From an optimization exercise on the open Yosys and OpenROAD flow, aimed at small area, a short achievable clock period and few clock cycles; shortcuts taken in it are not production practice.
Where RTL was checked, it was by simulation tests only, not by an equivalence proof against the original.
The RTL of runs 3 and 4 was laid out without a check of its function.
Power is estimated from default activity; no workload was simulated.

==> flow/design.v <==
module g_a211oi(input a1,a2,b1,c1, output y);
assign y = ~((a1 & a2) | b1 | c1);
endmodule
module g_a21oi(input a1,a2,b1, output y);
assign y = ~((a1 & a2) | b1);
endmodule
module g_nand2(input a,b, output y);
assign y = ~(a & b);
endmodule
module g_nand3(input a,b,c, output y);
assign y = ~(a & b & c);
endmodule
module g_nor2(input a,b, output y);
assign y = ~(a | b);
endmodule
module g_o21a(input a1,a2,b1, output y);
assign y = (a1 | a2) & b1;
endmodule
module g_o22ai(input a1,a2,b1,b2, output y);
assign y = ~((a1 | a2) & (b1 | b2));
endmodule
module source_64bit_mod3(s, f, x, e, clk);
output reg [1:0] s;
output reg f;
input wire [63:0] x;
input wire e;
input wire clk;
wire n1; g_nand2 u1 (.a(x[2]), .b(x[0]), .y(n1));
wire n2; g_nor2 u2 (.a(x[3]), .b(n1), .y(n2));
wire n3; g_nor2 u3 (.a(x[2]), .b(x[0]), .y(n3));
wire n4; g_a21oi u4 (.a1(x[3]), .a2(n3), .b1(n2), .y(n4));
wire n5; g_nand2 u5 (.a(x[1]), .b(n4), .y(n5));
wire n6; g_a211oi u6 (.a1(x[3]), .a2(n1), .b1(n2), .c1(n3), .y(n6));
wire n7; g_o22ai u7 (.a1(x[1]), .a2(n4), .b1(n5), .b2(n6), .y(n7));
wire n8; g_o21a u8 (.a1(x[1]), .a2(n6), .b1(n5), .y(n8));
wire n9; g_nand2 u9 (.a(x[6]), .b(x[4]), .y(n9));
wire n10; g_nor2 u10 (.a(x[7]), .b(n9), .y(n10));
wire n11; g_nor2 u11 (.a(x[6]), .b(x[4]), .y(n11));
wire n12; g_a21oi u12 (.a1(x[7]), .a2(n11), .b1(n10), .y(n12));
wire n13; g_nand2 u13 (.a(x[5]), .b(n12), .y(n13));
wire n14; g_a211oi u14 (.a1(x[7]), .a2(n9), .b1(n10), .c1(n11), .y(n14));
wire n15; g_o22ai u15 (.a1(x[5]), .a2(n12), .b1(n13), .b2(n14), .y(n15));
wire n16; g_o21a u16 (.a1(x[5]), .a2(n14), .b1(n13), .y(n16));
wire n17; g_nand2 u17 (.a(x[10]), .b(x[8]), .y(n17));
wire n18; g_nor2 u18 (.a(x[11]), .b(n17), .y(n18));
wire n19; g_nor2 u19 (.a(x[10]), .b(x[8]), .y(n19));
wire n20; g_a21oi u20 (.a1(x[11]), .a2(n19), .b1(n18), .y(n20));
wire n21; g_nand2 u21 (.a(x[9]), .b(n20), .y(n21));
wire n22; g_a211oi u22 (.a1(x[11]), .a2(n17), .b1(n18), .c1(n19), .y(n22));
wire n23; g_o22ai u23 (.a1(x[9]), .a2(n20), .b1(n21), .b2(n22), .y(n23));
wire n24; g_o21a u24 (.a1(x[9]), .a2(n22), .b1(n21), .y(n24));
wire n25; g_nand2 u25 (.a(x[14]), .b(x[12]), .y(n25));
wire n26; g_nor2 u26 (.a(x[15]), .b(n25), .y(n26));
wire n27; g_nor2 u27 (.a(x[14]), .b(x[12]), .y(n27));
wire n28; g_a21oi u28 (.a1(x[15]), .a2(n27), .b1(n26), .y(n28));
wire n29; g_nand2 u29 (.a(x[13]), .b(n28), .y(n29));
wire n30; g_a211oi u30 (.a1(x[15]), .a2(n25), .b1(n26), .c1(n27), .y(n30));
wire n31; g_o22ai u31 (.a1(x[13]), .a2(n28), .b1(n29), .b2(n30), .y(n31));
wire n32; g_o21a u32 (.a1(x[13]), .a2(n30), .b1(n29), .y(n32));
wire n33; g_nand2 u33 (.a(x[18]), .b(x[16]), .y(n33));
wire n34; g_nor2 u34 (.a(x[19]), .b(n33), .y(n34));
wire n35; g_nor2 u35 (.a(x[18]), .b(x[16]), .y(n35));
wire n36; g_a21oi u36 (.a1(x[19]), .a2(n35), .b1(n34), .y(n36));
wire n37; g_nand2 u37 (.a(x[17]), .b(n36), .y(n37));
wire n38; g_a211oi u38 (.a1(x[19]), .a2(n33), .b1(n34), .c1(n35), .y(n38));
wire n39; g_o22ai u39 (.a1(x[17]), .a2(n36), .b1(n37), .b2(n38), .y(n39));
wire n40; g_o21a u40 (.a1(x[17]), .a2(n38), .b1(n37), .y(n40));
wire n41; g_nand2 u41 (.a(x[22]), .b(x[20]), .y(n41));
wire n42; g_nor2 u42 (.a(x[23]), .b(n41), .y(n42));
wire n43; g_nor2 u43 (.a(x[22]), .b(x[20]), .y(n43));
wire n44; g_a21oi u44 (.a1(x[23]), .a2(n43), .b1(n42), .y(n44));
wire n45; g_nand2 u45 (.a(x[21]), .b(n44), .y(n45));
wire n46; g_a211oi u46 (.a1(x[23]), .a2(n41), .b1(n42), .c1(n43), .y(n46));
wire n47; g_o22ai u47 (.a1(x[21]), .a2(n44), .b1(n45), .b2(n46), .y(n47));
wire n48; g_o21a u48 (.a1(x[21]), .a2(n46), .b1(n45), .y(n48));
wire n49; g_nand2 u49 (.a(x[26]), .b(x[24]), .y(n49));
wire n50; g_nor2 u50 (.a(x[27]), .b(n49), .y(n50));
wire n51; g_nor2 u51 (.a(x[26]), .b(x[24]), .y(n51));
wire n52; g_a21oi u52 (.a1(x[27]), .a2(n51), .b1(n50), .y(n52));
wire n53; g_nand2 u53 (.a(x[25]), .b(n52), .y(n53));
wire n54; g_a211oi u54 (.a1(x[27]), .a2(n49), .b1(n50), .c1(n51), .y(n54));
wire n55; g_o22ai u55 (.a1(x[25]), .a2(n52), .b1(n53), .b2(n54), .y(n55));
wire n56; g_o21a u56 (.a1(x[25]), .a2(n54), .b1(n53), .y(n56));
wire n57; g_nand2 u57 (.a(x[30]), .b(x[28]), .y(n57));
wire n58; g_nor2 u58 (.a(x[31]), .b(n57), .y(n58));
wire n59; g_nor2 u59 (.a(x[30]), .b(x[28]), .y(n59));
wire n60; g_a21oi u60 (.a1(x[31]), .a2(n59), .b1(n58), .y(n60));
wire n61; g_nand2 u61 (.a(x[29]), .b(n60), .y(n61));
wire n62; g_a211oi u62 (.a1(x[31]), .a2(n57), .b1(n58), .c1(n59), .y(n62));
wire n63; g_o22ai u63 (.a1(x[29]), .a2(n60), .b1(n61), .b2(n62), .y(n63));
wire n64; g_o21a u64 (.a1(x[29]), .a2(n62), .b1(n61), .y(n64));
wire n65; g_nand2 u65 (.a(x[34]), .b(x[32]), .y(n65));
wire n66; g_nor2 u66 (.a(x[35]), .b(n65), .y(n66));
wire n67; g_nor2 u67 (.a(x[34]), .b(x[32]), .y(n67));
wire n68; g_a21oi u68 (.a1(x[35]), .a2(n67), .b1(n66), .y(n68));
wire n69; g_nand2 u69 (.a(x[33]), .b(n68), .y(n69));
wire n70; g_a211oi u70 (.a1(x[35]), .a2(n65), .b1(n66), .c1(n67), .y(n70));
wire n71; g_o22ai u71 (.a1(x[33]), .a2(n68), .b1(n69), .b2(n70), .y(n71));
wire n72; g_o21a u72 (.a1(x[33]), .a2(n70), .b1(n69), .y(n72));
wire n73; g_nand2 u73 (.a(x[38]), .b(x[36]), .y(n73));
wire n74; g_nor2 u74 (.a(x[39]), .b(n73), .y(n74));
wire n75; g_nor2 u75 (.a(x[38]), .b(x[36]), .y(n75));
wire n76; g_a21oi u76 (.a1(x[39]), .a2(n75), .b1(n74), .y(n76));
wire n77; g_nand2 u77 (.a(x[37]), .b(n76), .y(n77));
wire n78; g_a211oi u78 (.a1(x[39]), .a2(n73), .b1(n74), .c1(n75), .y(n78));
wire n79; g_o22ai u79 (.a1(x[37]), .a2(n76), .b1(n77), .b2(n78), .y(n79));
wire n80; g_o21a u80 (.a1(x[37]), .a2(n78), .b1(n77), .y(n80));
wire n81; g_nand2 u81 (.a(x[42]), .b(x[40]), .y(n81));
wire n82; g_nor2 u82 (.a(x[43]), .b(n81), .y(n82));
wire n83; g_nor2 u83 (.a(x[42]), .b(x[40]), .y(n83));
wire n84; g_a21oi u84 (.a1(x[43]), .a2(n83), .b1(n82), .y(n84));
wire n85; g_nand2 u85 (.a(x[41]), .b(n84), .y(n85));
wire n86; g_a211oi u86 (.a1(x[43]), .a2(n81), .b1(n82), .c1(n83), .y(n86));
wire n87; g_o22ai u87 (.a1(x[41]), .a2(n84), .b1(n85), .b2(n86), .y(n87));
wire n88; g_o21a u88 (.a1(x[41]), .a2(n86), .b1(n85), .y(n88));
wire n89; g_nand2 u89 (.a(x[46]), .b(x[44]), .y(n89));
wire n90; g_nor2 u90 (.a(x[47]), .b(n89), .y(n90));
wire n91; g_nor2 u91 (.a(x[46]), .b(x[44]), .y(n91));
wire n92; g_a21oi u92 (.a1(x[47]), .a2(n91), .b1(n90), .y(n92));
wire n93; g_nand2 u93 (.a(x[45]), .b(n92), .y(n93));
wire n94; g_a211oi u94 (.a1(x[47]), .a2(n89), .b1(n90), .c1(n91), .y(n94));
wire n95; g_o22ai u95 (.a1(x[45]), .a2(n92), .b1(n93), .b2(n94), .y(n95));
wire n96; g_o21a u96 (.a1(x[45]), .a2(n94), .b1(n93), .y(n96));
wire n97; g_nand2 u97 (.a(x[50]), .b(x[48]), .y(n97));
wire n98; g_nor2 u98 (.a(x[51]), .b(n97), .y(n98));
wire n99; g_nor2 u99 (.a(x[50]), .b(x[48]), .y(n99));
wire n100; g_a21oi u100 (.a1(x[51]), .a2(n99), .b1(n98), .y(n100));
wire n101; g_nand2 u101 (.a(x[49]), .b(n100), .y(n101));
wire n102; g_a211oi u102 (.a1(x[51]), .a2(n97), .b1(n98), .c1(n99), .y(n102));
wire n103; g_o22ai u103 (.a1(x[49]), .a2(n100), .b1(n101), .b2(n102), .y(n103));
wire n104; g_o21a u104 (.a1(x[49]), .a2(n102), .b1(n101), .y(n104));
wire n105; g_nand2 u105 (.a(x[54]), .b(x[52]), .y(n105));
wire n106; g_nor2 u106 (.a(x[55]), .b(n105), .y(n106));
wire n107; g_nor2 u107 (.a(x[54]), .b(x[52]), .y(n107));
wire n108; g_a21oi u108 (.a1(x[55]), .a2(n107), .b1(n106), .y(n108));
wire n109; g_nand2 u109 (.a(x[53]), .b(n108), .y(n109));
wire n110; g_a211oi u110 (.a1(x[55]), .a2(n105), .b1(n106), .c1(n107), .y(n110));
wire n111; g_o22ai u111 (.a1(x[53]), .a2(n108), .b1(n109), .b2(n110), .y(n111));
wire n112; g_o21a u112 (.a1(x[53]), .a2(n110), .b1(n109), .y(n112));
wire n113; g_nand2 u113 (.a(x[58]), .b(x[56]), .y(n113));
wire n114; g_nor2 u114 (.a(x[59]), .b(n113), .y(n114));
wire n115; g_nor2 u115 (.a(x[58]), .b(x[56]), .y(n115));
wire n116; g_a21oi u116 (.a1(x[59]), .a2(n115), .b1(n114), .y(n116));
wire n117; g_nand2 u117 (.a(x[57]), .b(n116), .y(n117));
wire n118; g_a211oi u118 (.a1(x[59]), .a2(n113), .b1(n114), .c1(n115), .y(n118));
wire n119; g_o22ai u119 (.a1(x[57]), .a2(n116), .b1(n117), .b2(n118), .y(n119));
wire n120; g_o21a u120 (.a1(x[57]), .a2(n118), .b1(n117), .y(n120));
wire n121; g_nand2 u121 (.a(x[62]), .b(x[60]), .y(n121));
wire n122; g_nor2 u122 (.a(x[63]), .b(n121), .y(n122));
wire n123; g_nor2 u123 (.a(x[62]), .b(x[60]), .y(n123));
wire n124; g_a21oi u124 (.a1(x[63]), .a2(n123), .b1(n122), .y(n124));
wire n125; g_nand2 u125 (.a(x[61]), .b(n124), .y(n125));
wire n126; g_a211oi u126 (.a1(x[63]), .a2(n121), .b1(n122), .c1(n123), .y(n126));
wire n127; g_o22ai u127 (.a1(x[61]), .a2(n124), .b1(n125), .b2(n126), .y(n127));
wire n128; g_o21a u128 (.a1(x[61]), .a2(n126), .b1(n125), .y(n128));
wire n129; g_nor2 u129 (.a(n7), .b(n8), .y(n129));
wire n130; g_nor2 u130 (.a(n15), .b(n16), .y(n130));
wire n131; g_nand2 u131 (.a(n129), .b(n16), .y(n131));
wire n132; g_nand2 u132 (.a(n8), .b(n130), .y(n132));
wire n133; g_nand2 u133 (.a(n7), .b(n15), .y(n133));
wire n134; g_nand3 u134 (.a(n131), .b(n132), .c(n133), .y(n134));
wire n135; g_nand2 u135 (.a(n129), .b(n15), .y(n135));
wire n136; g_nand2 u136 (.a(n8), .b(n16), .y(n136));
wire n137; g_nand2 u137 (.a(n7), .b(n130), .y(n137));
wire n138; g_nand3 u138 (.a(n135), .b(n136), .c(n137), .y(n138));
wire n139; g_nor2 u139 (.a(n23), .b(n24), .y(n139));
wire n140; g_nor2 u140 (.a(n31), .b(n32), .y(n140));
wire n141; g_nand2 u141 (.a(n139), .b(n32), .y(n141));
wire n142; g_nand2 u142 (.a(n24), .b(n140), .y(n142));
wire n143; g_nand2 u143 (.a(n23), .b(n31), .y(n143));
wire n144; g_nand3 u144 (.a(n141), .b(n142), .c(n143), .y(n144));
wire n145; g_nand2 u145 (.a(n139), .b(n31), .y(n145));
wire n146; g_nand2 u146 (.a(n24), .b(n32), .y(n146));
wire n147; g_nand2 u147 (.a(n23), .b(n140), .y(n147));
wire n148; g_nand3 u148 (.a(n145), .b(n146), .c(n147), .y(n148));
wire n149; g_nor2 u149 (.a(n39), .b(n40), .y(n149));
wire n150; g_nor2 u150 (.a(n47), .b(n48), .y(n150));
wire n151; g_nand2 u151 (.a(n149), .b(n48), .y(n151));
wire n152; g_nand2 u152 (.a(n40), .b(n150), .y(n152));
wire n153; g_nand2 u153 (.a(n39), .b(n47), .y(n153));
wire n154; g_nand3 u154 (.a(n151), .b(n152), .c(n153), .y(n154));
wire n155; g_nand2 u155 (.a(n149), .b(n47), .y(n155));
wire n156; g_nand2 u156 (.a(n40), .b(n48), .y(n156));
wire n157; g_nand2 u157 (.a(n39), .b(n150), .y(n157));
wire n158; g_nand3 u158 (.a(n155), .b(n156), .c(n157), .y(n158));
wire n159; g_nor2 u159 (.a(n55), .b(n56), .y(n159));
wire n160; g_nor2 u160 (.a(n63), .b(n64), .y(n160));
wire n161; g_nand2 u161 (.a(n159), .b(n64), .y(n161));
wire n162; g_nand2 u162 (.a(n56), .b(n160), .y(n162));
wire n163; g_nand2 u163 (.a(n55), .b(n63), .y(n163));
wire n164; g_nand3 u164 (.a(n161), .b(n162), .c(n163), .y(n164));
wire n165; g_nand2 u165 (.a(n159), .b(n63), .y(n165));
wire n166; g_nand2 u166 (.a(n56), .b(n64), .y(n166));
wire n167; g_nand2 u167 (.a(n55), .b(n160), .y(n167));
wire n168; g_nand3 u168 (.a(n165), .b(n166), .c(n167), .y(n168));
wire n169; g_nor2 u169 (.a(n71), .b(n72), .y(n169));
wire n170; g_nor2 u170 (.a(n79), .b(n80), .y(n170));
wire n171; g_nand2 u171 (.a(n169), .b(n80), .y(n171));
wire n172; g_nand2 u172 (.a(n72), .b(n170), .y(n172));
wire n173; g_nand2 u173 (.a(n71), .b(n79), .y(n173));
wire n174; g_nand3 u174 (.a(n171), .b(n172), .c(n173), .y(n174));
wire n175; g_nand2 u175 (.a(n169), .b(n79), .y(n175));
wire n176; g_nand2 u176 (.a(n72), .b(n80), .y(n176));
wire n177; g_nand2 u177 (.a(n71), .b(n170), .y(n177));
wire n178; g_nand3 u178 (.a(n175), .b(n176), .c(n177), .y(n178));
wire n179; g_nor2 u179 (.a(n87), .b(n88), .y(n179));
wire n180; g_nor2 u180 (.a(n95), .b(n96), .y(n180));
wire n181; g_nand2 u181 (.a(n179), .b(n96), .y(n181));
wire n182; g_nand2 u182 (.a(n88), .b(n180), .y(n182));
wire n183; g_nand2 u183 (.a(n87), .b(n95), .y(n183));
wire n184; g_nand3 u184 (.a(n181), .b(n182), .c(n183), .y(n184));
wire n185; g_nand2 u185 (.a(n179), .b(n95), .y(n185));
wire n186; g_nand2 u186 (.a(n88), .b(n96), .y(n186));
wire n187; g_nand2 u187 (.a(n87), .b(n180), .y(n187));
wire n188; g_nand3 u188 (.a(n185), .b(n186), .c(n187), .y(n188));
wire n189; g_nor2 u189 (.a(n103), .b(n104), .y(n189));
wire n190; g_nor2 u190 (.a(n111), .b(n112), .y(n190));
wire n191; g_nand2 u191 (.a(n189), .b(n112), .y(n191));
wire n192; g_nand2 u192 (.a(n104), .b(n190), .y(n192));
wire n193; g_nand2 u193 (.a(n103), .b(n111), .y(n193));
wire n194; g_nand3 u194 (.a(n191), .b(n192), .c(n193), .y(n194));
wire n195; g_nand2 u195 (.a(n189), .b(n111), .y(n195));
wire n196; g_nand2 u196 (.a(n104), .b(n112), .y(n196));
wire n197; g_nand2 u197 (.a(n103), .b(n190), .y(n197));
wire n198; g_nand3 u198 (.a(n195), .b(n196), .c(n197), .y(n198));
wire n199; g_nor2 u199 (.a(n119), .b(n120), .y(n199));
wire n200; g_nor2 u200 (.a(n127), .b(n128), .y(n200));
wire n201; g_nand2 u201 (.a(n199), .b(n128), .y(n201));
wire n202; g_nand2 u202 (.a(n120), .b(n200), .y(n202));
wire n203; g_nand2 u203 (.a(n119), .b(n127), .y(n203));
wire n204; g_nand3 u204 (.a(n201), .b(n202), .c(n203), .y(n204));
wire n205; g_nand2 u205 (.a(n199), .b(n127), .y(n205));
wire n206; g_nand2 u206 (.a(n120), .b(n128), .y(n206));
wire n207; g_nand2 u207 (.a(n119), .b(n200), .y(n207));
wire n208; g_nand3 u208 (.a(n205), .b(n206), .c(n207), .y(n208));
wire n209; g_nor2 u209 (.a(n138), .b(n134), .y(n209));
wire n210; g_nor2 u210 (.a(n148), .b(n144), .y(n210));
wire n211; g_nand2 u211 (.a(n209), .b(n210), .y(n211));
wire n212; g_nand2 u212 (.a(n134), .b(n148), .y(n212));
wire n213; g_nand2 u213 (.a(n138), .b(n144), .y(n213));
wire n214; g_nand3 u214 (.a(n211), .b(n212), .c(n213), .y(n214));
wire n215; g_nand2 u215 (.a(n209), .b(n144), .y(n215));
wire n216; g_nand2 u216 (.a(n134), .b(n210), .y(n216));
wire n217; g_nand2 u217 (.a(n138), .b(n148), .y(n217));
wire n218; g_nand3 u218 (.a(n215), .b(n216), .c(n217), .y(n218));
wire n219; g_nand2 u219 (.a(n209), .b(n148), .y(n219));
wire n220; g_nand2 u220 (.a(n134), .b(n144), .y(n220));
wire n221; g_nand2 u221 (.a(n138), .b(n210), .y(n221));
wire n222; g_nand3 u222 (.a(n219), .b(n220), .c(n221), .y(n222));
wire n223; g_nor2 u223 (.a(n158), .b(n154), .y(n223));
wire n224; g_nor2 u224 (.a(n168), .b(n164), .y(n224));
wire n225; g_nand2 u225 (.a(n223), .b(n224), .y(n225));
wire n226; g_nand2 u226 (.a(n154), .b(n168), .y(n226));
wire n227; g_nand2 u227 (.a(n158), .b(n164), .y(n227));
wire n228; g_nand3 u228 (.a(n225), .b(n226), .c(n227), .y(n228));
wire n229; g_nand2 u229 (.a(n223), .b(n164), .y(n229));
wire n230; g_nand2 u230 (.a(n154), .b(n224), .y(n230));
wire n231; g_nand2 u231 (.a(n158), .b(n168), .y(n231));
wire n232; g_nand3 u232 (.a(n229), .b(n230), .c(n231), .y(n232));
wire n233; g_nand2 u233 (.a(n223), .b(n168), .y(n233));
wire n234; g_nand2 u234 (.a(n154), .b(n164), .y(n234));
wire n235; g_nand2 u235 (.a(n158), .b(n224), .y(n235));
wire n236; g_nand3 u236 (.a(n233), .b(n234), .c(n235), .y(n236));
wire n237; g_nor2 u237 (.a(n178), .b(n174), .y(n237));
wire n238; g_nor2 u238 (.a(n188), .b(n184), .y(n238));
wire n239; g_nand2 u239 (.a(n237), .b(n238), .y(n239));
wire n240; g_nand2 u240 (.a(n174), .b(n188), .y(n240));
wire n241; g_nand2 u241 (.a(n178), .b(n184), .y(n241));
wire n242; g_nand3 u242 (.a(n239), .b(n240), .c(n241), .y(n242));
wire n243; g_nand2 u243 (.a(n237), .b(n184), .y(n243));
wire n244; g_nand2 u244 (.a(n174), .b(n238), .y(n244));
wire n245; g_nand2 u245 (.a(n178), .b(n188), .y(n245));
wire n246; g_nand3 u246 (.a(n243), .b(n244), .c(n245), .y(n246));
wire n247; g_nand2 u247 (.a(n237), .b(n188), .y(n247));
wire n248; g_nand2 u248 (.a(n174), .b(n184), .y(n248));
wire n249; g_nand2 u249 (.a(n178), .b(n238), .y(n249));
wire n250; g_nand3 u250 (.a(n247), .b(n248), .c(n249), .y(n250));
wire n251; g_nor2 u251 (.a(n198), .b(n194), .y(n251));
wire n252; g_nor2 u252 (.a(n208), .b(n204), .y(n252));
wire n253; g_nand2 u253 (.a(n251), .b(n252), .y(n253));
wire n254; g_nand2 u254 (.a(n194), .b(n208), .y(n254));
wire n255; g_nand2 u255 (.a(n198), .b(n204), .y(n255));
wire n256; g_nand3 u256 (.a(n253), .b(n254), .c(n255), .y(n256));
wire n257; g_nand2 u257 (.a(n251), .b(n204), .y(n257));
wire n258; g_nand2 u258 (.a(n194), .b(n252), .y(n258));
wire n259; g_nand2 u259 (.a(n198), .b(n208), .y(n259));
wire n260; g_nand3 u260 (.a(n257), .b(n258), .c(n259), .y(n260));
wire n261; g_nand2 u261 (.a(n251), .b(n208), .y(n261));
wire n262; g_nand2 u262 (.a(n194), .b(n204), .y(n262));
wire n263; g_nand2 u263 (.a(n198), .b(n252), .y(n263));
wire n264; g_nand3 u264 (.a(n261), .b(n262), .c(n263), .y(n264));
wire n265; g_nand2 u265 (.a(n214), .b(n228), .y(n265));
wire n266; g_nand2 u266 (.a(n218), .b(n236), .y(n266));
wire n267; g_nand2 u267 (.a(n222), .b(n232), .y(n267));
wire n268; g_nand3 u268 (.a(n265), .b(n266), .c(n267), .y(n268));
wire n269; g_nand2 u269 (.a(n214), .b(n232), .y(n269));
wire n270; g_nand2 u270 (.a(n218), .b(n228), .y(n270));
wire n271; g_nand2 u271 (.a(n222), .b(n236), .y(n271));
wire n272; g_nand3 u272 (.a(n269), .b(n270), .c(n271), .y(n272));
wire n273; g_nand2 u273 (.a(n214), .b(n236), .y(n273));
wire n274; g_nand2 u274 (.a(n218), .b(n232), .y(n274));
wire n275; g_nand2 u275 (.a(n222), .b(n228), .y(n275));
wire n276; g_nand3 u276 (.a(n273), .b(n274), .c(n275), .y(n276));
wire n277; g_nand2 u277 (.a(n242), .b(n256), .y(n277));
wire n278; g_nand2 u278 (.a(n246), .b(n264), .y(n278));
wire n279; g_nand2 u279 (.a(n250), .b(n260), .y(n279));
wire n280; g_nand3 u280 (.a(n277), .b(n278), .c(n279), .y(n280));
wire n281; g_nand2 u281 (.a(n242), .b(n260), .y(n281));
wire n282; g_nand2 u282 (.a(n246), .b(n256), .y(n282));
wire n283; g_nand2 u283 (.a(n250), .b(n264), .y(n283));
wire n284; g_nand3 u284 (.a(n281), .b(n282), .c(n283), .y(n284));
wire n285; g_nand2 u285 (.a(n242), .b(n264), .y(n285));
wire n286; g_nand2 u286 (.a(n246), .b(n260), .y(n286));
wire n287; g_nand2 u287 (.a(n250), .b(n256), .y(n287));
wire n288; g_nand3 u288 (.a(n285), .b(n286), .c(n287), .y(n288));
wire n289; g_nand2 u289 (.a(n268), .b(n284), .y(n289));
wire n290; g_nand2 u290 (.a(n272), .b(n280), .y(n290));
wire n291; g_nand2 u291 (.a(n276), .b(n288), .y(n291));
wire n292; g_nand3 u292 (.a(n289), .b(n290), .c(n291), .y(n292));
wire n293; g_nand2 u293 (.a(n268), .b(n288), .y(n293));
wire n294; g_nand2 u294 (.a(n272), .b(n284), .y(n294));
wire n295; g_nand2 u295 (.a(n276), .b(n280), .y(n295));
wire n296; g_nand3 u296 (.a(n293), .b(n294), .c(n295), .y(n296));
always @(posedge clk) begin
  f <= e;
  s <= {n296, n292};
end
endmodule
==> flow/flow/run.sh <==
#!/bin/bash
cat >> config.mk <<'EOC'
export BUFFER_PORTS_ARGS = -buffer_cell sky130_fd_sc_hd__buf_1
EOC
bash standard.sh > standard.log 2>&1
==> flow/standard.sh <==
#!/bin/bash
# synth_recipe.tcl (not shown) runs the flow's synth.tcl, then flattens the netlist and writes it again
# the make line also repeats each setting of config.mk as NAME=value (left out here)
make -C /OpenROAD-flow-scripts/flow DESIGN_CONFIG=/design/flow/config.mk WORK_HOME=/design/flow/orfs CLKGATE_MAP_FILE= SYNTH_SCRIPT=/design/flow/synth_recipe.tcl "${@:-finish}"
==> flow/config.mk <==
export PLATFORM = sky130hd
export DESIGN_NAME = source_64bit_mod3
export DESIGN_NICKNAME = source_64bit_mod3
export VERILOG_FILES = /design/flow/design.v
export SDC_FILE = /design/flow/constraint.sdc
export NUM_CORES = 4
export LEC_CHECK = 0
export CAP_MARGIN = 20
export CORE_AREA = 5 5 85 85
export CTS_BUF_LIST = sky130_fd_sc_hd__clkbuf_2
export DIE_AREA = 0 0 90 90
export SLEW_MARGIN = 20
export SYNTH_HIERARCHICAL = 1
export BUFFER_PORTS_ARGS = -buffer_cell sky130_fd_sc_hd__buf_1
==> flow/constraint.sdc <==
create_clock -name core_clock -period 4.5 [get_ports {clk}]
set_input_delay 0.9000 -clock core_clock [delete_from_list [all_inputs] [get_ports {clk}]]
set_output_delay 0.9000 -clock core_clock [all_outputs]
set_load 0.01 [all_outputs]
==> results.txt, run 1 <==
----------------------------------------------------
[Worst setup path]
  Critical path capture point ... s[1]
  Cell-by-cell trace of the critical path ... buf_1, nand2_1, nor2_1, a21oi_2, o22ai_1, nor2_1, nand2_1, nand3_1, nor2_1, nand2_1, nand3_1, nand2_1, nand3_1, nand2_1, nand3_1
  Buffers plus inverters on the worst setup path ... 1
  Total stage count of the critical path ... 15
  CP required ... 4630 ps
  Worst-path cell with the longest stage delay ... sky130_fd_sc_hd__o22ai_1
  Critical path fanouts, max ... 4
  CP delay by family, top ... simple AND/OR/NAND/NOR gates
  Crit Path Class ... in -> reg
  Most Frequent Cell on Critical Path ... sky130_fd_sc_hd__nand2_1
  Launching element type of the critical path ... input port
  Largest stage delay on the critical path ... 270 ps
  First element of the critical path ... x[50]
  Arrival time of the worst setup path ... 2670 ps
  Critical path endpoint category ... register

[Die]
  Die Span X ... 90 um
  Vertical die dimension ... 90 um
  Number of top-level pins ... 69
  Starting density of the core ... 24.5%
  Die Outline Area ... 8100 um^2
  Core footprint ... 6280 um^2
  Standard-cell rows ... 29

[Routing]
  Average via count per standard cell ... 4.86
  DRC errors left ... 0
  Router iterations before antenna repair ... 5
  Total number of vias ... 2,179
  Wire per inst ... 8.81 um
  Antenna violation net count after detailed routing ... 0
  DRC violation total after the first TritonRoute iteration ... 65
  Wire length after detailed routing ... 3950 um

[Run status]
  Run status ... finished clean

[Global route]
  Antenna violations before repair ... 0
  Maximum number of pins on one net before global-route repair ... 5
  GRT Util Overall ... 9.14%
  Global-route wire length before repair ... 6960 um
  Number of global-route vias before repair ... 1,918
  Gr ovfl total ... 0

[Pwr]
  Leakage power figure ... 0.738 nW
  Net switching share of the total power ... 55.4%
  Overall Power ... 0.000407 W
  Combinational share of power ... 81.3%
  Peak ir drop on the vdd network ... 80.7 uV
  Switching pwr ... 0.000226 W
  Flop pwr share ... 10.0%
  Design internal power ... 0.000181 W
  Clock network fraction of total power ... 8.7%
  Cell area power density ... 213 nW/um^2

[Synthesis]
  Number of warnings issued by yosys ... 7
  Gate count after technology mapping ... 299
  Synthesized area ... 1540 um^2
  Sequential cell area fraction in the yosys report ... 3.91%
  Count of state elements after synthesis ... 3
  Synth unique cells ... 8
  Mean cell area of the mapped netlist ... 5.14 um^2
  Net count after synthesis ... 365

[Final layout]
  # nets final ... 438
  Synth-to-layout area growth ... 24.2%
  Most frequent standard cell in the layout excluding fill and tap cells ... sky130_fd_sc_hd__nand2_1
  Layout cells sized above 1 ... 9.70%
  Total inserted antenna cells ... 0
  Post-Route Utilization ... 30.4%
  Highest-count cells in the layout ignoring fill and taps ... 140 x sky130_fd_sc_hd__nand2_1, 68 x sky130_fd_sc_hd__buf_1, 56 x sky130_fd_sc_hd__nor2_1, 36 x sky130_fd_sc_hd__nand3_1

[Placed design]
  Post-DP HPWL ... 3540 um
  Placer's final routability congestion estimate ... 0.729
  Number of port buffers ... 68

[Run]
  Number of maximum-capacitance constraint violations ... 0

[Timing]
  Unrepaired setup endpoints after global routing ... no
  Count of endpoints failing setup in the final report ... 0
  Highest attainable clock frequency ... 0.395 GHz
  Hold Fails Final Rpt ... 0
  Post-route setup TNS ... 0 ps
  Worst slew margin relative to its limit ... 80.5%
  Share of the cycle needed by the critical path after routing ... 56.3%
  Number of pins exceeding their max-slew limit in the final report ... 0
  Transition time of the tightest slew-check pin ... 293 ps
  Minimum clock period ... 2530 ps

[Clocking]
  Post-CTS setup-driven buffer insertion count ... 0
  Number of sinks on the clock net ... 3
  Quantity of gates resized following cts ... 0
  Clock tree from TritonCTS ... done
  Post-cts hold buffer count ... 0
  CTS max path bufs ... 2
  TritonCTS Buffers ... 3
  Clock Pin Slew Worst Setup and Hold Paths ... 40 ps
  Root buffer cell ... sky130_fd_sc_hd__clkbuf_2
  H-tree depth ... 1

[Worst hold path]
  Worst hold-check path type ... in -> reg

----------------------------------------------------
## cell type report
class / instances / area (um^2)
clock buffer: 4 / 20.0
timing repair buffer: 68 / 255
sequential: 3 / 60.1
fill: 703 / 4370
multi-input combinational: 296 / 1480
tap: 77 / 96.3
## registers in the layout, summed over array words and instances (netlist names)
register	count
f	1
s	2
## synth_stat cells
master / instances / area, um^2
sky130_fd_sc_hd__nand2_1: 140 / 526
sky130_fd_sc_hd__nor2_1: 56 / 210
sky130_fd_sc_hd__nand3_1: 36 / 180
sky130_fd_sc_hd__a211oi_2: 16 / 200
sky130_fd_sc_hd__a21oi_2: 16 / 140
sky130_fd_sc_hd__o21a_1: 16 / 120
sky130_fd_sc_hd__o22ai_1: 16 / 100
sky130_fd_sc_hd__dfxtp_1: 3 / 60.1
## routing by layer
layer	GRT usage, %	wire [um]
met3	0.584	189
met5	0	0
met1	10.6	1730
met4	2.36	45
met2	17.8	1980
## modules after synthesis, one instance, submodules excluded
module	times used	cell area (um^2)	flip-flops and latches
g_o21a	16	7.51	0
g_nand3	36	5.00	0
g_a21oi	16	8.76	0
g_nand2	140	3.75	0
source_64bit_mod3	1	60.1	3
g_o22ai	16	6.26	0
g_a211oi	16	12.5	0
g_nor2	56	3.75	0
## power by group through the flow
| stage | sequential [W] | combinational (W) | clock, W |
|---|---|---|---|
| after floorplan | 0.0000444 | 0.000244 | 0 |
| after global placement | 0.0000416 | 0.000315 | 0 |
| after detailed placement | 0.0000410 | 0.000330 | 0 |
| after CTS | 0.0000406 | 0.000331 | 0.0000377 |
| after global routing | 0.0000410 | 0.000383 | 0.0000395 |
| final | 0.0000405 | 0.000331 | 0.0000354 |
## metrics by stage
stage | cells | area (um^2) | setup slack (ps) | hold WS, ps
floorplan | 299 | 1540 | 2140 | 928
global placement | 444 | 1890 | 1880 | 991
detailed placement | 444 | 1890 | 1790 | 996
CTS | 448 | 1910 | 1990 | 782
global route | 448 | 1910 | 1680 | 785
finish | 448 | 1910 | 1970 | 796
## cell families after synthesis
kind of cell | synth area share [%]
flops | 3.91
compound gates | 36.5
simple gates | 59.6
## how the worst min path moves through the flow
stage                     cells past startpoint  slack [ps]  endpoint  startpoint
after global routing                          1         780         f           e
after detailed placement                      1        1000         f           e
final                                         1         800         f           e
after floorplan                               0         930         f           e
after CTS                                     1         780         f           e
after global placement                        1         990         f           e
Testbench counts, summed over its fixed seeds: cycles 1,600.
==> run 2: changes to the inputs <==
==> flow/flow/run.sh (replaced) <==
#!/bin/bash
HERE=$(pwd)
cat >> config.mk <<EOC
export BUFFER_PORTS_ARGS = -buffer_cell sky130_fd_sc_hd__buf_1
export POST_FLOORPLAN_TCL = $HERE/flow/downsize.tcl
EOC
bash standard.sh > standard.log 2>&1
==> flow/flow/downsize.tcl (new file) <==
# After floorplan: put every logic gate that synthesis upsized back to its _1 size.
# Timing repair later in the flow still upsizes whatever it needs to.
set db [ord::get_db]
set block [[$db getChip] getBlock]
set n 0
foreach inst [$block getInsts] {
  set name [[$inst getMaster] getName]
  if {[regexp {^(sky130_fd_sc_hd__(a21oi|a211oi|a22oi|o21ai|o22ai|o21a|nand2|nand3|nor2|nor3|xor2|xnor2))_[248]$} $name -> base]} {
    set new [$db findMaster ${base}_1]
    if {$new ne "NULL" && $new ne ""} {
      $inst swapMaster $new
      incr n
    }
  }
}
puts "downsize.tcl: resized $n instances to drive strength 1"
--- a/flow/config.mk
+++ b/flow/config.mk
@@ -12,3 +12,4 @@
 export SLEW_MARGIN = 20
 export SYNTH_HIERARCHICAL = 1
 export BUFFER_PORTS_ARGS = -buffer_cell sky130_fd_sc_hd__buf_1
+export POST_FLOORPLAN_TCL = /design/flow/flow/downsize.tcl
==> run 2 against run 1 <==
Compared with the run above: synthesized area stayed put; critical path depth is the same; routed wire length fell by 6.1%; sequential power decreased by 4%; final area fell by 7.3%; sequential share of layout area is 0.25 points higher; largest cell class unchanged; largest power group unchanged.
==> results.txt, run 2 <==
----------------------------------------------------
[Run status]
  Run status ... finished clean

[Timing]
  Highest attainable clock frequency ... 0.400 GHz
  Minimum clock period ... 2500 ps
  Count of endpoints failing setup in the final report ... 0
  Worst slew margin relative to its limit ... 79.5%
  Unrepaired setup endpoints after global routing ... no
  Slack of the critical path ... 2000 ps
  Hold Fails Final Rpt ... 0
  Number of pins exceeding their max-slew limit in the final report ... 0
  Share of the cycle needed by the critical path after routing ... 55.6%
  Transition time of the tightest slew-check pin ... 306 ps
  Post-route setup TNS ... 0 ps

[Global route]
  Maximum number of pins on one net before global-route repair ... 5
  Global-route wire length before repair ... 6180 um
  Antenna violations before repair ... 0
  GRT Util Overall ... 8.15%
  Number of global-route vias before repair ... 1,725
  Gr ovfl total ... 0

[Final layout]
  Final standard cell area without fillers ... 1770 um^2
  Most frequent standard cell in the layout excluding fill and tap cells ... sky130_fd_sc_hd__nand2_1
  Register ranked first by flip-flop count ... s
  Synth-to-layout area growth ... 15.1%
  Largest regs ... s: 2 flops, f: 1 flops
  Max reg flops ... 2
  # nets final ... 438
  Total inserted antenna cells ... 0
  Highest-count cells in the layout ignoring fill and taps ... 140 x sky130_fd_sc_hd__nand2_1, 68 x sky130_fd_sc_hd__buf_1, 56 x sky130_fd_sc_hd__nor2_1, 36 x sky130_fd_sc_hd__nand3_1
  Layout cells sized above 1 ... 1.08%
  Fillcell total ... 725

[Clocking]
  CTS max path bufs ... 2
  Clock tree from TritonCTS ... done
  TritonCTS Buffers ... 3
  Post-CTS setup-driven buffer insertion count ... 0
  Post-cts hold buffer count ... 0
  Quantity of gates resized following cts ... 0
  Root buffer cell ... sky130_fd_sc_hd__clkbuf_2
  Clock Pin Slew Worst Setup and Hold Paths ... 40 ps
  Number of sinks on the clock net ... 3
  H-tree depth ... 1

[Synthesis]
  Yosys top cell area share ... 34.2%
  Number of synthesized flops with an enable pin ... 0
  Count of state elements after synthesis ... 3
  Most common library cells after synthesis ... 140 x sky130_fd_sc_hd__nand2_1, 56 x sky130_fd_sc_hd__nor2_1, 36 x sky130_fd_sc_hd__nand3_1
  Cell accounting for the most synthesized area ... sky130_fd_sc_hd__nand2_1
  Async set-or-reset flop fraction in the synthesized netlist ... 0%
  Top cells by area, synth ... sky130_fd_sc_hd__nand2_1 34%, sky130_fd_sc_hd__nor2_1 14%, sky130_fd_sc_hd__a211oi_2 13%
  Gate count after technology mapping ... 299
  Leading cell type by number of instances after synthesis ... sky130_fd_sc_hd__nand2_1
  Synth unique cells ... 8
  Mean cell area of the mapped netlist ... 5.14 um^2
  Sequential cell area fraction in the yosys report ... 3.91%
  Net count after synthesis ... 365
  Synthesized area ... 1540 um^2
  Most used flip-flop cell after synthesis ... sky130_fd_sc_hd__dfxtp_1
  Number of warnings issued by yosys ... 7

[Worst setup path]
  CP required ... 4580 ps
  Crit Path Class ... in -> reg
  Arrival time of the worst setup path ... 2580 ps
  Critical path fanouts, max ... 4
  Critical path endpoint category ... register
  First element of the critical path ... x[26]
  Launching element type of the critical path ... input port

[Die]
  Core footprint ... 6280 um^2
  Die Span X ... 90 um
  Vertical die dimension ... 90 um
  Starting density of the core ... 24.5%
  Standard-cell rows ... 29
  Die Outline Area ... 8100 um^2
  Number of top-level pins ... 69

[Routing]
  DRC errors left ... 0
  Total number of vias ... 2,121
  Wire per inst ... 8.27 um
  DRC violation total after the first TritonRoute iteration ... 44
  Router iterations before antenna repair ... 4
  Average via count per standard cell ... 4.73
  Antenna violation net count after detailed routing ... 0
  Wire length after detailed routing ... 3710 um

[Pwr]
  Peak ir drop on the vdd network ... 65.5 uV
  Overall Power ... 0.000390 W
  Leakage power figure ... 0.708 nW
  Cell area power density ... 220 nW/um^2

[Worst hold path]
  Hold path depth ... 1
  Worst hold-check path type ... in -> reg
  Start point of the worst min-delay path ... e

[Run]
  Number of maximum-capacitance constraint violations ... 0

[Placed design]
  Placer's final routability congestion estimate ... 0.730
  Post-Place Setup Slack ... 1800 ps
  Number of port buffers ... 68
  Post-DP HPWL ... 3360 um
  Dpl cell area ... 1750 um^2

----------------------------------------------------
run 2: worst paths after layout:
kind | slack (ps) | endpoint
worst max-delay path | 2000 | s[0]
worst min-delay path | 790 | f
run 2: per-stage QoR:
step           utilization (%)  std cells  hold slack (ps)
5_1_grt                   28.2        448              803
4_1_cts                   28.2        448              792
2_1_floorplan                -        299              928
3_3_place_gp              27.8        444              991
3_5_place_dp              27.8        444              996
6_report                  28.2        448              793
run 2: logic make-up after synthesis:
logic type / synth area share (%)
AOI/OAI and AO/OA: 36.5
DFF: 3.91
and+or+nand+nor: 59.6
run 2: power by group:
group	switching, W	internal, W	total, W
Sequential	0.00000197	0.0000367	0.0000387
Clock	0.0000127	0.0000234	0.0000362
Combinational	0.000200	0.000114	0.000315
run 2: worst max-delay path, cell delays in order:
cell,delay [ps]
sky130_fd_sc_hd__buf_1,80
sky130_fd_sc_hd__nand2_1,80
sky130_fd_sc_hd__nor2_1,60
sky130_fd_sc_hd__a211oi_1,260
sky130_fd_sc_hd__o22ai_1,180
sky130_fd_sc_hd__nor2_1,150
sky130_fd_sc_hd__nand2_1,70
sky130_fd_sc_hd__nand3_1,160
sky130_fd_sc_hd__nor2_1,90
sky130_fd_sc_hd__nand2_1,80
sky130_fd_sc_hd__nand3_1,130
sky130_fd_sc_hd__nand2_1,90
sky130_fd_sc_hd__nand3_1,100
sky130_fd_sc_hd__nand2_1,80
sky130_fd_sc_hd__nand3_1,60
run 2: area by class of cell:
cell class	instances	area, um^2	share of cell area, %
flip-flops and latches	3	60.1	3.40
multi-input cells	296	1340	75.6
repair buffers	68	255	14.4
well taps	77	96.3	5.45
clock buffers	4	20.0	1.13
run 2: per-layer routing:
metal  track usage (%)  share of wire, %
met2              16.8                52
met1              8.70                44
met3             0.751               4.3
met5                 0                 0
met4              1.74                 0
run 2: per-module statistics from Yosys (local to each module, per instance):
| module | times used | cell area, um^2 |
|---|---|---|
| g_nor2 | 56 | 3.75 |
| g_a21oi | 16 | 8.76 |
| g_a211oi | 16 | 12.5 |
| g_o22ai | 16 | 6.26 |
| g_nand2 | 140 | 3.75 |
| g_nand3 | 36 | 5.00 |
| g_o21a | 16 | 7.51 |
| source_64bit_mod3 | 1 | 60.1 |
==> run 3: changes to the inputs <==
--- a/flow/design.v
+++ b/flow/design.v
@@ -20,7 +20,7 @@
 assign y = ~((a1 | a2) & (b1 | b2));
 endmodule
 module source_64bit_mod3(s, f, x, e, clk);
-output reg [1:0] s;
+output [1:0] s;
 output reg f;
 input wire [63:0] x;
 input wire e;
@@ -289,29 +289,34 @@
 wire n262; g_nand2 u262 (.a(n194), .b(n204), .y(n262));
 wire n263; g_nand2 u263 (.a(n198), .b(n252), .y(n263));
 wire n264; g_nand3 u264 (.a(n261), .b(n262), .c(n263), .y(n264));
-wire n265; g_nand2 u265 (.a(n214), .b(n228), .y(n265));
-wire n266; g_nand2 u266 (.a(n218), .b(n236), .y(n266));
-wire n267; g_nand2 u267 (.a(n222), .b(n232), .y(n267));
+reg [11:0] r;
+always @(posedge clk) begin
+  f <= e;
+  r <= {n256, n260, n264, n242, n246, n250, n228, n232, n236, n214, n218, n222};
+end
+wire n265; g_nand2 u265 (.a(r[2]), .b(r[5]), .y(n265));
+wire n266; g_nand2 u266 (.a(r[1]), .b(r[3]), .y(n266));
+wire n267; g_nand2 u267 (.a(r[0]), .b(r[4]), .y(n267));
 wire n268; g_nand3 u268 (.a(n265), .b(n266), .c(n267), .y(n268));
-wire n269; g_nand2 u269 (.a(n214), .b(n232), .y(n269));
-wire n270; g_nand2 u270 (.a(n218), .b(n228), .y(n270));
-wire n271; g_nand2 u271 (.a(n222), .b(n236), .y(n271));
+wire n269; g_nand2 u269 (.a(r[2]), .b(r[4]), .y(n269));
+wire n270; g_nand2 u270 (.a(r[1]), .b(r[5]), .y(n270));
+wire n271; g_nand2 u271 (.a(r[0]), .b(r[3]), .y(n271));
 wire n272; g_nand3 u272 (.a(n269), .b(n270), .c(n271), .y(n272));
-wire n273; g_nand2 u273 (.a(n214), .b(n236), .y(n273));
-wire n274; g_nand2 u274 (.a(n218), .b(n232), .y(n274));
-wire n275; g_nand2 u275 (.a(n222), .b(n228), .y(n275));
+wire n273; g_nand2 u273 (.a(r[2]), .b(r[3]), .y(n273));
+wire n274; g_nand2 u274 (.a(r[1]), .b(r[4]), .y(n274));
+wire n275; g_nand2 u275 (.a(r[0]), .b(r[5]), .y(n275));
 wire n276; g_nand3 u276 (.a(n273), .b(n274), .c(n275), .y(n276));
-wire n277; g_nand2 u277 (.a(n242), .b(n256), .y(n277));
-wire n278; g_nand2 u278 (.a(n246), .b(n264), .y(n278));
-wire n279; g_nand2 u279 (.a(n250), .b(n260), .y(n279));
+wire n277; g_nand2 u277 (.a(r[8]), .b(r[11]), .y(n277));
+wire n278; g_nand2 u278 (.a(r[7]), .b(r[9]), .y(n278));
+wire n279; g_nand2 u279 (.a(r[6]), .b(r[10]), .y(n279));
 wire n280; g_nand3 u280 (.a(n277), .b(n278), .c(n279), .y(n280));
-wire n281; g_nand2 u281 (.a(n242), .b(n260), .y(n281));
-wire n282; g_nand2 u282 (.a(n246), .b(n256), .y(n282));
-wire n283; g_nand2 u283 (.a(n250), .b(n264), .y(n283));
+wire n281; g_nand2 u281 (.a(r[8]), .b(r[10]), .y(n281));
+wire n282; g_nand2 u282 (.a(r[7]), .b(r[11]), .y(n282));
+wire n283; g_nand2 u283 (.a(r[6]), .b(r[9]), .y(n283));
 wire n284; g_nand3 u284 (.a(n281), .b(n282), .c(n283), .y(n284));
-wire n285; g_nand2 u285 (.a(n242), .b(n264), .y(n285));
-wire n286; g_nand2 u286 (.a(n246), .b(n260), .y(n286));
-wire n287; g_nand2 u287 (.a(n250), .b(n256), .y(n287));
+wire n285; g_nand2 u285 (.a(r[8]), .b(r[9]), .y(n285));
+wire n286; g_nand2 u286 (.a(r[7]), .b(r[10]), .y(n286));
+wire n287; g_nand2 u287 (.a(r[6]), .b(r[11]), .y(n287));
 wire n288; g_nand3 u288 (.a(n285), .b(n286), .c(n287), .y(n288));
 wire n289; g_nand2 u289 (.a(n268), .b(n284), .y(n289));
 wire n290; g_nand2 u290 (.a(n272), .b(n280), .y(n290));
@@ -321,8 +326,5 @@
 wire n294; g_nand2 u294 (.a(n272), .b(n284), .y(n294));
 wire n295; g_nand2 u295 (.a(n276), .b(n280), .y(n295));
 wire n296; g_nand3 u296 (.a(n293), .b(n294), .c(n295), .y(n296));
-always @(posedge clk) begin
-  f <= e;
-  s <= {n296, n292};
-end
+assign s = {n296, n292};
 endmodule
--- a/flow/config.mk
+++ b/flow/config.mk
@@ -6,9 +6,9 @@
 export NUM_CORES = 4
 export LEC_CHECK = 0
 export CAP_MARGIN = 20
-export CORE_AREA = 5 5 85 85
+export CORE_AREA = 4 4 62 62
 export CTS_BUF_LIST = sky130_fd_sc_hd__clkbuf_2
-export DIE_AREA = 0 0 90 90
+export DIE_AREA = 0 0 66 66
 export SLEW_MARGIN = 20
 export SYNTH_HIERARCHICAL = 1
 export BUFFER_PORTS_ARGS = -buffer_cell sky130_fd_sc_hd__buf_1
==> run 3 against run 2 <==
Compared with the run above: still clean on timing, DRC and antenna; power up 39%; global-route usage up 7.8 points; die area down 46%; final cell count down 5.1%; clock power up 62%; synthesized cell count up 4.0%; utilization up 33 points; hold slack worse by 78 ps; fmax up 21%; critical path type unchanged; critical endpoint is now r[9].
==> results.txt, run 3 <==
----------------------------------------------------
[Clocking]
  H-tree depth ... 1
  Post-cts hold buffer count ... 0
  Root buffer cell ... sky130_fd_sc_hd__clkbuf_2
  Clock Pin Slew Worst Setup and Hold Paths ... 110 ps
  Post-CTS setup-driven buffer insertion count ... 0
  Quantity of gates resized following cts ... 0
  Clock tree from TritonCTS ... done
  Number of sinks on the clock net ... 13
  CTS max path bufs ... 2
  TritonCTS Buffers ... 3

[Worst setup path]
  Most Frequent Cell on Critical Path ... sky130_fd_sc_hd__nand2_1
  Buffers plus inverters on the worst setup path ... 1
  Critical path fanouts, max ... 4
  CP required ... 4710 ps
  Arrival time of the worst setup path ... 2280 ps
  Largest stage delay on the critical path ... 240 ps
  Critical path endpoint category ... register
  Cell-by-cell trace of the critical path ... buf_1, nand2_1, nor2_1, a21oi_1, nand2_1, o22ai_1, nor2_1, nand2_1, nand3_1, nor2_1, nand2_1, nand3_1
  Launching element type of the critical path ... input port
  CP delay by family, top ... simple AND/OR/NAND/NOR gates
  Crit Path Class ... in -> reg
  Worst-path cell with the longest stage delay ... sky130_fd_sc_hd__o22ai_1

[Synthesis]
  Yosys top cell area share ... 30.0%
  Top cells by area, synth ... sky130_fd_sc_hd__nand2_1 30%, sky130_fd_sc_hd__dfxtp_1 15%, sky130_fd_sc_hd__nor2_1 12%
  Sequential cell area fraction in the yosys report ... 14.9%
  Net count after synthesis ... 377
  Cell accounting for the most synthesized area ... sky130_fd_sc_hd__nand2_1
  Most common library cells after synthesis ... 140 x sky130_fd_sc_hd__nand2_1, 56 x sky130_fd_sc_hd__nor2_1, 36 x sky130_fd_sc_hd__nand3_1
  Synth unique cells ... 9
  Most used flip-flop cell after synthesis ... sky130_fd_sc_hd__dfxtp_1
  Synthesized area ... 1750 um^2
  Count of state elements after synthesis ... 13
  Number of synthesized flops with an enable pin ... 0
  Number of warnings issued by yosys ... 7
  Gate count after technology mapping ... 311
  Leading cell type by number of instances after synthesis ... sky130_fd_sc_hd__nand2_1
  Async set-or-reset flop fraction in the synthesized netlist ... 0%
  Mean cell area of the mapped netlist ... 5.63 um^2

[Placed design]
  Number of port buffers ... 68
  Dpl cell area ... 1910 um^2
  Post-DP HPWL ... 2970 um
  Placer's final routability congestion estimate ... 0.703

[Routing]
  Wire length after detailed routing ... 3440 um
  DRC violation total after the first TritonRoute iteration ... 66
  Average via count per standard cell ... 5.10
  DRC errors left ... 0
  Router iterations before antenna repair ... 4
  Wire per inst ... 8.10 um
  Total number of vias ... 2,168
  Antenna violation net count after detailed routing ... 0

[Die]
  Starting density of the core ... 56.0%
  Standard-cell rows ... 20
  Die Outline Area ... 4360 um^2
  Number of top-level pins ... 69
  Core footprint ... 3130 um^2
  Vertical die dimension ... 66 um
  Die Span X ... 66 um

[Final layout]
  # nets final ... 448
  Max reg flops ... 12
  Synth-to-layout area growth ... 10.0%
  Total inserted antenna cells ... 0
  Largest regs ... r: 12 flops, f: 1 flops
  Most frequent standard cell in the layout excluding fill and tap cells ... sky130_fd_sc_hd__nand2_1
  Register ranked first by flip-flop count ... r
  Layout cells sized above 1 ... 1.05%
  Highest-count cells in the layout ignoring fill and taps ... 140 x sky130_fd_sc_hd__nand2_1, 68 x sky130_fd_sc_hd__buf_1, 56 x sky130_fd_sc_hd__nor2_1, 36 x sky130_fd_sc_hd__nand3_1
  Final standard cell area without fillers ... 1930 um^2

[Global route]
  Gr ovfl total ... 0
  Global-route wire length before repair ... 5820 um
  Maximum number of pins on one net before global-route repair ... 8
  Number of global-route vias before repair ... 1,632
  Antenna violations before repair ... 0
  GRT Util Overall ... 15.9%

[Worst hold path]
  Hold path depth ... 1
  Start point of the worst min-delay path ... e
  Worst hold-check path type ... in -> reg
  Worst-case hold path end point ... f

[Timing]
  Highest attainable clock frequency ... 0.484 GHz
  Post-route setup TNS ... 0 ps
  Unrepaired setup endpoints after global routing ... no
  Hold Fails Final Rpt ... 0
  Number of pins exceeding their max-slew limit in the final report ... 0
  Transition time of the tightest slew-check pin ... 305 ps
  Minimum clock period ... 2070 ps
  Worst slew margin relative to its limit ... 79.5%
  Count of endpoints failing setup in the final report ... 0
  Share of the cycle needed by the critical path after routing ... 45.9%

[Pwr]
  Overall Power ... 0.000541 W
  Leakage power figure ... 0.792 nW
  Peak ir drop on the vdd network ... 191 uV
  Cell area power density ... 281 nW/um^2

[Run status]
  Run status ... finished clean

[Run]
  Number of maximum-capacitance constraint violations ... 0

----------------------------------------------------
==> run 3: layout make-up <==
class                   count  area (um^2)
repair buffers             68          255
clock buffers               4         20.0
fillers                   333         1200
well taps                  44         55.1
flip-flops and latches     13          260
multi-input cells         296         1340
==> run 3: through the flow <==
| step | worst slack, ps | cells | util (%) | hold WS [ps] |
|---|---|---|---|---|
| after global routing | 2200 | 425 | 61.6 | 705 |
| final | 2430 | 425 | 61.6 | 715 |
| after detailed placement | 2180 | 421 | 61.0 | 996 |
| after global placement | 2220 | 421 | 61.0 | 1000 |
| after floorplan | 2470 | 311 | - | 928 |
| after CTS | 2460 | 425 | 61.6 | 709 |
==> run 3: worst max path at each step <==
stage / from / endpoint / depth (start not counted)
2_1_floorplan: x[50] / r[11] / 10
3_3_place_gp: x[18] / r[3] / 12
3_5_place_dp: x[50] / r[11] / 12
4_1_cts: x[50] / r[11] / 12
5_1_grt: x[14] / r[1] / 12
6_report: x[50] / r[9] / 12
==> run 3: kinds of logic (layout without fill, tap and decap cells) <==
| family | count (synthesis) | in the layout | synth area share [%] |
|---|---|---|---|
| simple gates | 232 | 232 | 52.3 |
| compound gates | 64 | 64 | 32.0 |
| flops | 13 | 13 | 14.9 |
| buf+inv | 2 | 72 | 0.857 |
==> run 3: modules after synthesis, one instance, submodules excluded <==
module | copies in the design | flip-flops and latches | cell area, um^2 | cells inside
g_o21a | 16 | 0 | 7.51 | 1
g_a21oi | 16 | 0 | 8.76 | 1
source_64bit_mod3 | 1 | 13 | 275 | 15
g_nor2 | 56 | 0 | 3.75 | 1
g_nand3 | 36 | 0 | 5.00 | 1
g_nand2 | 140 | 0 | 3.75 | 1
g_o22ai | 16 | 0 | 6.26 | 1
g_a211oi | 16 | 0 | 12.5 | 1
==> run 3: power by group <==
part | switching, W | leakage [nW] | internal [W]
registers | 0.0000289 | 0.109 | 0.000153
clock network | 0.0000352 | 0.0166 | 0.0000236
logic | 0.000183 | 0.666 | 0.000117
==> run 3: per-layer routing <==
layer / GRT usage, % / vias to the layer above / share of wire, %
li1: - / 1219 / -
met1: 20.9 / 899 / 48
met2: 26.8 / 48 / 44
met3: 3.91 / 2 / 7.7
met4: 2.28 / 0 / 0.23
met5: 0 / - / 0
==> run 4: changes to the inputs <==
--- a/flow/design.v
+++ b/flow/design.v
@@ -289,42 +289,36 @@
 wire n262; g_nand2 u262 (.a(n194), .b(n204), .y(n262));
 wire n263; g_nand2 u263 (.a(n198), .b(n252), .y(n263));
 wire n264; g_nand3 u264 (.a(n261), .b(n262), .c(n263), .y(n264));
-reg [11:0] r;
-always @(posedge clk) begin
-  f <= e;
-  r <= {n256, n260, n264, n242, n246, n250, n228, n232, n236, n214, n218, n222};
-end
-wire n265; g_nand2 u265 (.a(r[2]), .b(r[5]), .y(n265));
-wire n266; g_nand2 u266 (.a(r[1]), .b(r[3]), .y(n266));
-wire n267; g_nand2 u267 (.a(r[0]), .b(r[4]), .y(n267));
+wire n265; g_nand2 u265 (.a(n214), .b(n232), .y(n265));
+wire n266; g_nand2 u266 (.a(n218), .b(n228), .y(n266));
+wire n267; g_nand2 u267 (.a(n222), .b(n236), .y(n267));
 wire n268; g_nand3 u268 (.a(n265), .b(n266), .c(n267), .y(n268));
-wire n269; g_nand2 u269 (.a(r[2]), .b(r[4]), .y(n269));
-wire n270; g_nand2 u270 (.a(r[1]), .b(r[5]), .y(n270));
-wire n271; g_nand2 u271 (.a(r[0]), .b(r[3]), .y(n271));
+wire n269; g_nand2 u269 (.a(n214), .b(n236), .y(n269));
+wire n270; g_nand2 u270 (.a(n218), .b(n232), .y(n270));
+wire n271; g_nand2 u271 (.a(n222), .b(n228), .y(n271));
 wire n272; g_nand3 u272 (.a(n269), .b(n270), .c(n271), .y(n272));
-wire n273; g_nand2 u273 (.a(r[2]), .b(r[3]), .y(n273));
-wire n274; g_nand2 u274 (.a(r[1]), .b(r[4]), .y(n274));
-wire n275; g_nand2 u275 (.a(r[0]), .b(r[5]), .y(n275));
+wire n273; g_nand2 u273 (.a(n242), .b(n260), .y(n273));
+wire n274; g_nand2 u274 (.a(n246), .b(n256), .y(n274));
+wire n275; g_nand2 u275 (.a(n250), .b(n264), .y(n275));
 wire n276; g_nand3 u276 (.a(n273), .b(n274), .c(n275), .y(n276));
-wire n277; g_nand2 u277 (.a(r[8]), .b(r[11]), .y(n277));
-wire n278; g_nand2 u278 (.a(r[7]), .b(r[9]), .y(n278));
-wire n279; g_nand2 u279 (.a(r[6]), .b(r[10]), .y(n279));
+wire n277; g_nand2 u277 (.a(n242), .b(n264), .y(n277));
+wire n278; g_nand2 u278 (.a(n246), .b(n260), .y(n278));
+wire n279; g_nand2 u279 (.a(n250), .b(n256), .y(n279));
 wire n280; g_nand3 u280 (.a(n277), .b(n278), .c(n279), .y(n280));
-wire n281; g_nand2 u281 (.a(r[8]), .b(r[10]), .y(n281));
-wire n282; g_nand2 u282 (.a(r[7]), .b(r[11]), .y(n282));
-wire n283; g_nand2 u283 (.a(r[6]), .b(r[9]), .y(n283));
-wire n284; g_nand3 u284 (.a(n281), .b(n282), .c(n283), .y(n284));
-wire n285; g_nand2 u285 (.a(r[8]), .b(r[9]), .y(n285));
-wire n286; g_nand2 u286 (.a(r[7]), .b(r[10]), .y(n286));
-wire n287; g_nand2 u287 (.a(r[6]), .b(r[11]), .y(n287));
-wire n288; g_nand3 u288 (.a(n285), .b(n286), .c(n287), .y(n288));
-wire n289; g_nand2 u289 (.a(n268), .b(n284), .y(n289));
-wire n290; g_nand2 u290 (.a(n272), .b(n280), .y(n290));
-wire n291; g_nand2 u291 (.a(n276), .b(n288), .y(n291));
-wire n292; g_nand3 u292 (.a(n289), .b(n290), .c(n291), .y(n292));
-wire n293; g_nand2 u293 (.a(n268), .b(n288), .y(n293));
-wire n294; g_nand2 u294 (.a(n272), .b(n284), .y(n294));
-wire n295; g_nand2 u295 (.a(n276), .b(n280), .y(n295));
-wire n296; g_nand3 u296 (.a(n293), .b(n294), .c(n295), .y(n296));
-assign s = {n296, n292};
+reg [3:0] r;
+always @(posedge clk) begin
+  f <= e;
+  r <= {n276, n280, n268, n272};
+end
+wire n281; g_nor2 u281 (.a(r[0]), .b(r[1]), .y(n281));
+wire n282; g_nor2 u282 (.a(r[2]), .b(r[3]), .y(n282));
+wire n283; g_nand2 u283 (.a(n281), .b(r[3]), .y(n283));
+wire n284; g_nand2 u284 (.a(r[1]), .b(n282), .y(n284));
+wire n285; g_nand2 u285 (.a(r[0]), .b(r[2]), .y(n285));
+wire n286; g_nand3 u286 (.a(n283), .b(n284), .c(n285), .y(n286));
+wire n287; g_nand2 u287 (.a(n281), .b(r[2]), .y(n287));
+wire n288; g_nand2 u288 (.a(r[1]), .b(r[3]), .y(n288));
+wire n289; g_nand2 u289 (.a(r[0]), .b(n282), .y(n289));
+wire n290; g_nand3 u290 (.a(n287), .b(n288), .c(n289), .y(n290));
+assign s = {n290, n286};
 endmodule
--- a/flow/config.mk
+++ b/flow/config.mk
@@ -6,9 +6,9 @@
 export NUM_CORES = 4
 export LEC_CHECK = 0
 export CAP_MARGIN = 20
-export CORE_AREA = 4 4 62 62
+export CORE_AREA = 5 5 85 85
 export CTS_BUF_LIST = sky130_fd_sc_hd__clkbuf_2
-export DIE_AREA = 0 0 66 66
+export DIE_AREA = 0 0 90 90
 export SLEW_MARGIN = 20
 export SYNTH_HIERARCHICAL = 1
 export BUFFER_PORTS_ARGS = -buffer_cell sky130_fd_sc_hd__buf_1
==> run 4 against run 3 <==
Compared with the run above: still clean; non-clock buffer count did not move; sequential share of layout area fell by 7.9 points; hold slack better by 78 ps; sequential power down 58%; utilization is 33 points lower; die area increased by 86%.
==> results.txt, run 4 <==
----------------------------------------------------
[Worst setup path]
  Critical path endpoint category ... register
  Worst-path cell with the longest stage delay ... sky130_fd_sc_hd__o22ai_1
  Launching element type of the critical path ... input port
  Cell-by-cell trace of the critical path ... buf_1, nand2_1, nor2_1, a21oi_1, nand2_1, o22ai_1, nor2_1, nand2_1, nand3_1, nor2_1, nand2_1, nand3_1, nand2_1, nand3_1
  Crit Path Class ... in -> reg
  Critical path fanouts, max ... 4
  Arrival time of the worst setup path ... 2440 ps
  Most Frequent Cell on Critical Path ... sky130_fd_sc_hd__nand2_1
  Buffers plus inverters on the worst setup path ... 1
  CP delay by family, top ... simple AND/OR/NAND/NOR gates
  Largest stage delay on the critical path ... 230 ps
  CP required ... 4650 ps

[Die]
  Vertical die dimension ... 90 um
  Number of top-level pins ... 69
  Starting density of the core ... 25.0%
  Standard-cell rows ... 29
  Core footprint ... 6280 um^2
  Die Span X ... 90 um
  Die Outline Area ... 8100 um^2

[Final layout]
  Fillcell total ... 726
  Final standard cell count with taps included and fillers excluded ... 444
  Register ranked first by flip-flop count ... r
  Most frequent standard cell in the layout excluding fill and tap cells ... sky130_fd_sc_hd__nand2_1
  Layout cells sized above 1 ... 1.09%
  Total inserted antenna cells ... 0
  Largest regs ... r: 4 flops, f: 1 flops
  Highest-count cells in the layout ignoring fill and taps ... 134 x sky130_fd_sc_hd__nand2_1, 68 x sky130_fd_sc_hd__buf_1, 58 x sky130_fd_sc_hd__nor2_1, 34 x sky130_fd_sc_hd__nand3_1
  Synth-to-layout area growth ... 13.8%
  Max reg flops ... 4
  # nets final ... 434

[Timing]
  Share of the cycle needed by the critical path after routing ... 50.8%
  Minimum clock period ... 2290 ps
  Count of endpoints failing setup in the final report ... 0
  Highest attainable clock frequency ... 0.437 GHz
  Number of pins exceeding their max-slew limit in the final report ... 0
  Slack of the critical path ... 2210 ps
  Unrepaired setup endpoints after global routing ... no
  Post-route setup TNS ... 0 ps
  Hold Fails Final Rpt ... 0
  Transition time of the tightest slew-check pin ... 324 ps
  Worst slew margin relative to its limit ... 78.3%

[Synthesis]
  Most used flip-flop cell after synthesis ... sky130_fd_sc_hd__dfxtp_1
  Cell accounting for the most synthesized area ... sky130_fd_sc_hd__nand2_1
  Gate count after technology mapping ... 297
  Top cells by area, synth ... sky130_fd_sc_hd__nand2_1 32%, sky130_fd_sc_hd__nor2_1 14%, sky130_fd_sc_hd__a211oi_2 13%
  Number of synthesized flops with an enable pin ... 0
  Mean cell area of the mapped netlist ... 5.27 um^2
  Leading cell type by number of instances after synthesis ... sky130_fd_sc_hd__nand2_1
  Yosys top cell area share ... 32.1%
  Async set-or-reset flop fraction in the synthesized netlist ... 0%
  Number of warnings issued by yosys ... 7
  Most common library cells after synthesis ... 134 x sky130_fd_sc_hd__nand2_1, 58 x sky130_fd_sc_hd__nor2_1, 34 x sky130_fd_sc_hd__nand3_1
  Synthesized area ... 1570 um^2
  Count of state elements after synthesis ... 5
  Synth unique cells ... 9
  Net count after synthesis ... 363
  Sequential cell area fraction in the yosys report ... 6.39%

[Placed design]
  Post-DP HPWL ... 3340 um
  Number of port buffers ... 68
  Post-Place Setup Slack ... 2000 ps
  Placer's final routability congestion estimate ... 0.724
  Placed instance count ... 440

[Routing]
  Total number of vias ... 2,131
  Antenna violation net count after detailed routing ... 0
  Average via count per standard cell ... 4.80
  DRC violation total after the first TritonRoute iteration ... 86
  Wire length after detailed routing ... 3780 um
  Wire per inst ... 8.51 um
  Router iterations before antenna repair ... 4
  DRC errors left ... 0

[Clocking]
  CTS max path bufs ... 2
  Post-CTS setup-driven buffer insertion count ... 0
  Quantity of gates resized following cts ... 0
  Post-cts hold buffer count ... 0
  Number of sinks on the clock net ... 5
  Clock Pin Slew Worst Setup and Hold Paths ... 50 ps
  H-tree depth ... 1
  Clock tree from TritonCTS ... done
  Root buffer cell ... sky130_fd_sc_hd__clkbuf_2
  TritonCTS Buffers ... 3

[Pwr]
  Cell area power density ... 236 nW/um^2
  Peak ir drop on the vdd network ... 153 uV
  Leakage power figure ... 0.712 nW

[Worst hold path]
  Worst hold-check path type ... in -> reg

[Global route]
  Gr ovfl total ... 0
  Number of global-route vias before repair ... 1,855
  Global-route wire length before repair ... 6730 um
  Antenna violations before repair ... 0
  Maximum number of pins on one net before global-route repair ... 5
  GRT Util Overall ... 9.07%

[Run status]
  Run status ... finished clean

[Run]
  Number of maximum-capacitance constraint violations ... 0

----------------------------------------------------
-- run 4: cell types whose count changed after synthesis, sizes merged --
| cell | delta |
|---|---|
| nand2 | -6 |
| nor2 | +2 |
| nand3 | -2 |
| dfxtp | -8 |
-- run 4: cells by family after synthesis --
| family | after synthesis | synth area share, % |
|---|---|---|
| AOI/OAI and AO/OA | 64 | 35.8 |
| and+or+nand+nor | 226 | 56.9 |
| DFF | 5 | 6.39 |
| buffers and inverters | 2 | 0.958 |
-- run 4: layout make-up --
cell class / count / area [um^2] / area share (%)
well taps: 77 / 96.3 / 5.40
clock buffers: 4 / 20.0 / 1.12
repair buffers: 68 / 255 / 14.3
flip-flops and latches: 5 / 100 / 5.61
multi-input cells: 290 / 1310 / 73.5
-- run 4: Yosys stat by module, one instance, submodules excluded --
module	area, um^2	times used	flip-flops and latches
g_o22ai	6.26	16	0
g_a211oi	12.5	16	0
g_a21oi	8.76	16	0
g_nor2	3.75	58	0
g_nand3	5.00	34	0
source_64bit_mod3	115	1	5
g_o21a	7.51	16	0
g_nand2	3.75	134	0
-- run 4: path summary, 6_finish.rpt --
check  start  endpoint  slack [ps]  depth (start not counted)
min        e         f         790                          1
max    x[30]      r[0]        2210                         14
-- run 4: power by group --
part / leakage [nW] / internal (W) / switching, W
clock: 0.0166 / 0.0000235 / 0.0000168
sequential: 0.0421 / 0.0000633 / 0.0000135
combinational: 0.653 / 0.000114 / 0.000190
-- run 4: metrics by stage --
stage               utilization [%]  area [um^2]  hold slack [ps]  total power (W)
finish                         28.4         1780              793         0.000420
global route                   28.4         1780              788         0.000482
floorplan                         -         1570              928         0.000333
global placement               28.1         1760              996         0.000367
detailed placement             28.1         1760             1010         0.000382
CTS                            28.4         1780              783         0.000425
-- run 4: layer usage --
layer	part of all wire (%)	GRT usage [%]	up-vias
met5	0	0	-
met4	0.79	2.23	0
met3	7.5	2.34	2
met2	47	16.0	54
met1	45	10.9	897
li1	-	-	1178

-- afterwards: timing with drivers on the ports --
The results above use ideal ports. As a check the final layouts listed here were re-extracted and re-timed, cells and wires unchanged. Step 1 sets driving cells, clkbuf_16 on the clock port and buf_2 on the other inputs (assumed; they add their load-dependent delay and slew). Step 2 also shifts input and output timing later by t, the mid clock arrival at the registers, as if the neighbouring blocks saw the same clock. Three values: ideal ports, drivers, drivers and shift; two values: the first two.
run	t, ns	setup WS [ns]
run 1	0.208	1.967 / 1.960 / 1.751
run 2	0.210	2.000 / 1.986 / 1.776
run 3	0.282	2.432 / 2.428 / 2.146
run 4	0.229	2.213 / 2.214 / 1.985
After both steps setup and hold are still met in every run listed.
